This is an optimization exercise on Yosys and OpenROAD, whose aim is small area, not a production implementation. In this exercise RTL edits were held to simulation tests only and were not proved equivalent to the original. Power and IR drop assume default switching activity.

== willow ==
Design Edge_Detection_Top, start of the top module:
module Edge_Detection_Top #(
    parameter WIDTH   = 8,
    parameter H_RES   = 80,
    parameter V_RES   = 120,
    parameter TH_HIGH = 40,
    parameter TH_LOW  = 20
) (
    input  logic             clk,
    input  logic             rstn,
    input  logic             i_vsync,
    input  logic             i_hsync,
    input  logic             i_de,
    input  logic [WIDTH-1:0] i_r_data,
    input  logic [WIDTH-1:0] i_g_data,
    input  logic [WIDTH-1:0] i_b_data,
    output logic             o_vsync,
    output logic             o_hsync,
    output logic             o_de,
    output logic [WIDTH-1:0] o_data
);
    localparam int SD = 2 * H_RES + 13;  
    localparam int L2 = 2 * H_RES + 2;   
    logic [SD-1:0] vd, hd, sd;
    always_ff @(posedge clk) begin
        vd <= {vd[SD-2:0], i_vsync};
        hd <= {hd[SD-2:0], i_hsync};
        sd <= {sd[SD-2:0], i_de};
    end
    assign o_vsync = vd[SD-1];
    assign o_hsync = hd[SD-1];
    assign o_de    = sd[SD-1];
    wire en_g = sd[0];   
    wire en_s = sd[3];   
    wire en_n = sd[4];   
    logic [7:0] gray;
    logic [15:0] gsum, rr, gg, bb, rb;
    assign rr = 16'(i_r_data);
    assign gg = 16'(i_g_data);
    assign bb = 16'(i_b_data);
    assign rb = rr + bb;
    assign gsum = (rr << 6) + (bb << 4) + (rb << 3) + (rb << 2) + rb
                + (gg << 7) + (gg << 4) + (gg << 2) + (gg << 1);
    always_ff @(posedge clk) gray <= gsum[15:8];
    localparam int GL = 2 * H_RES;
    logic [8*GL-1:0] gc;      
    logic [9:0] vnew, va, vb;
    logic [11:0] gconv;
    logic [7:0] g1, g2, g3;   
    always_comb begin
        vnew  = 10'(gc[8*((GL)-1)+:8]) + 10'({gc[8*((H_RES)-1)+:8], 1'b0}) + 10'(gray);
        gconv = 12'(vb) + 12'({va, 1'b0}) + 12'(vnew);
    end
    always_ff @(posedge clk) begin
        if (en_g) begin
            gc <= {gc[8*GL-9:0], gray};
            va <= vnew;
            vb <= va;
            g1 <= gconv[11:4];
            g2 <= g1;
            g3 <= g2;
        end
    end
    logic [8*L2-1:0] sc;
    always_ff @(posedge clk) if (en_s) sc <= {sc[8*L2-9:0], g3};
    logic [9:0] sp, sn, tp, tn;
    logic signed [10:0] ss, tt;
    always_comb begin
        sp = 10'(g3) + 10'(sc[8*((H_RES)-1)+:8]) + 10'(sc[8*((1)-1)+:8]);                   
  ...
export LEC_CHECK = 0
export CAP_MARGIN = 10
export CORE_MARGIN = 2
export CORE_UTILIZATION = 60
export PLACE_DENSITY = 0.7
export SLEW_MARGIN = 10
create_clock -name core_clock -period 10.0 [get_ports {clk}]
standard.sh (not shown) runs the stock make flow with config.mk's settings and CLKGATE_MAP_FILE= SYNTH_SCRIPT=/design/flow/synth_recipe.tcl, a recipe that flattens the netlist after the stock synthesis.
==> flow/flow/run.sh <==
#!/bin/bash
# Standard ORFS layout (the standard.sh, standard synthesis), except for
# the make variables in flow/opts.sh: clock tree synthesis with small clock
# buffers and no dummy balancing loads, and small port buffers.
# Each step's output goes to a log file of its own in this folder.
set -euo pipefail
cd "$(dirname "$0")/.."
source flow/opts.sh
for step in synth floorplan place cts finish; do
  bash standard.sh "${ARGS[@]}" $step > $step.log 2>&1
done
==> flow/flow/opts.sh <==
ARGS=(
  "CTS_ARGS=-sink_clustering_enable -repair_clock_nets -dont_use_dummy_load -buf_list sky130_fd_sc_hd__clkbuf_4 -sink_clustering_size 12 -sink_clustering_max_diameter 35"
  "BUFFER_PORTS_ARGS=-buffer_cell sky130_fd_sc_hd__buf_1"
)
Edits applied to the flow inputs when going from willow to maple:
==> flow/flow/opts.sh <==
ARGS=(
  "CTS_ARGS=-sink_clustering_enable -repair_clock_nets -dont_use_dummy_load -buf_list sky130_fd_sc_hd__clkbuf_4 -sink_clustering_size 11 -sink_clustering_max_diameter 45"
  "BUFFER_PORTS_ARGS=-buffer_cell sky130_fd_sc_hd__buf_1"
)
==> notes.md <==
- [maple] power per unit of standard cell area fell 0.50% relative to willow
- Re count of buffering cells on the critical path with inverters included: no difference whatsoever between maple and willow.
- Status: cell area parity (maple, willow)
- Maximum clock frequency shrinks slightly when moving from willow to maple.
- Area growth from synthesis to layout: maple < willow
- Total wire length after detailed routing delta (maple -> willow): insignificant
- In maple relative to willow, routed metal-1 wirelength had gone up slightly.

-- port drivers added, routing unchanged --
The results above use ideal ports. As a check the final layouts listed here were re-extracted and re-timed, cells and wires unchanged.
Step 1 sets driving cells, clkbuf_16 on the clock port and buf_2 on the other inputs (assumed; they add their load-dependent delay and slew).
Step 2 also shifts input and output timing later by t, the mid clock arrival at the registers, as if the neighbouring blocks saw the same clock.
Three values: ideal ports, drivers, drivers and shift; two values: the first two.
run | t (ns) | setup WS [ns] | clock arrival spread, ns | worst slew at a driven data input, ns | cell pins on the clock port's net
willow | 1.424 | 2.741 / 2.741 / 2.099 | 0.188 / 0.188 | 0.05 | 1
maple | 1.395 | 2.632 / 2.632 / 2.109 | 0.134 / 0.134 | 0.05 | 1
After both steps setup and hold are still met in every run listed. The setup slack of willow, which loses most, moves by 0.000 ns with the drivers and by -0.642 ns with both steps.
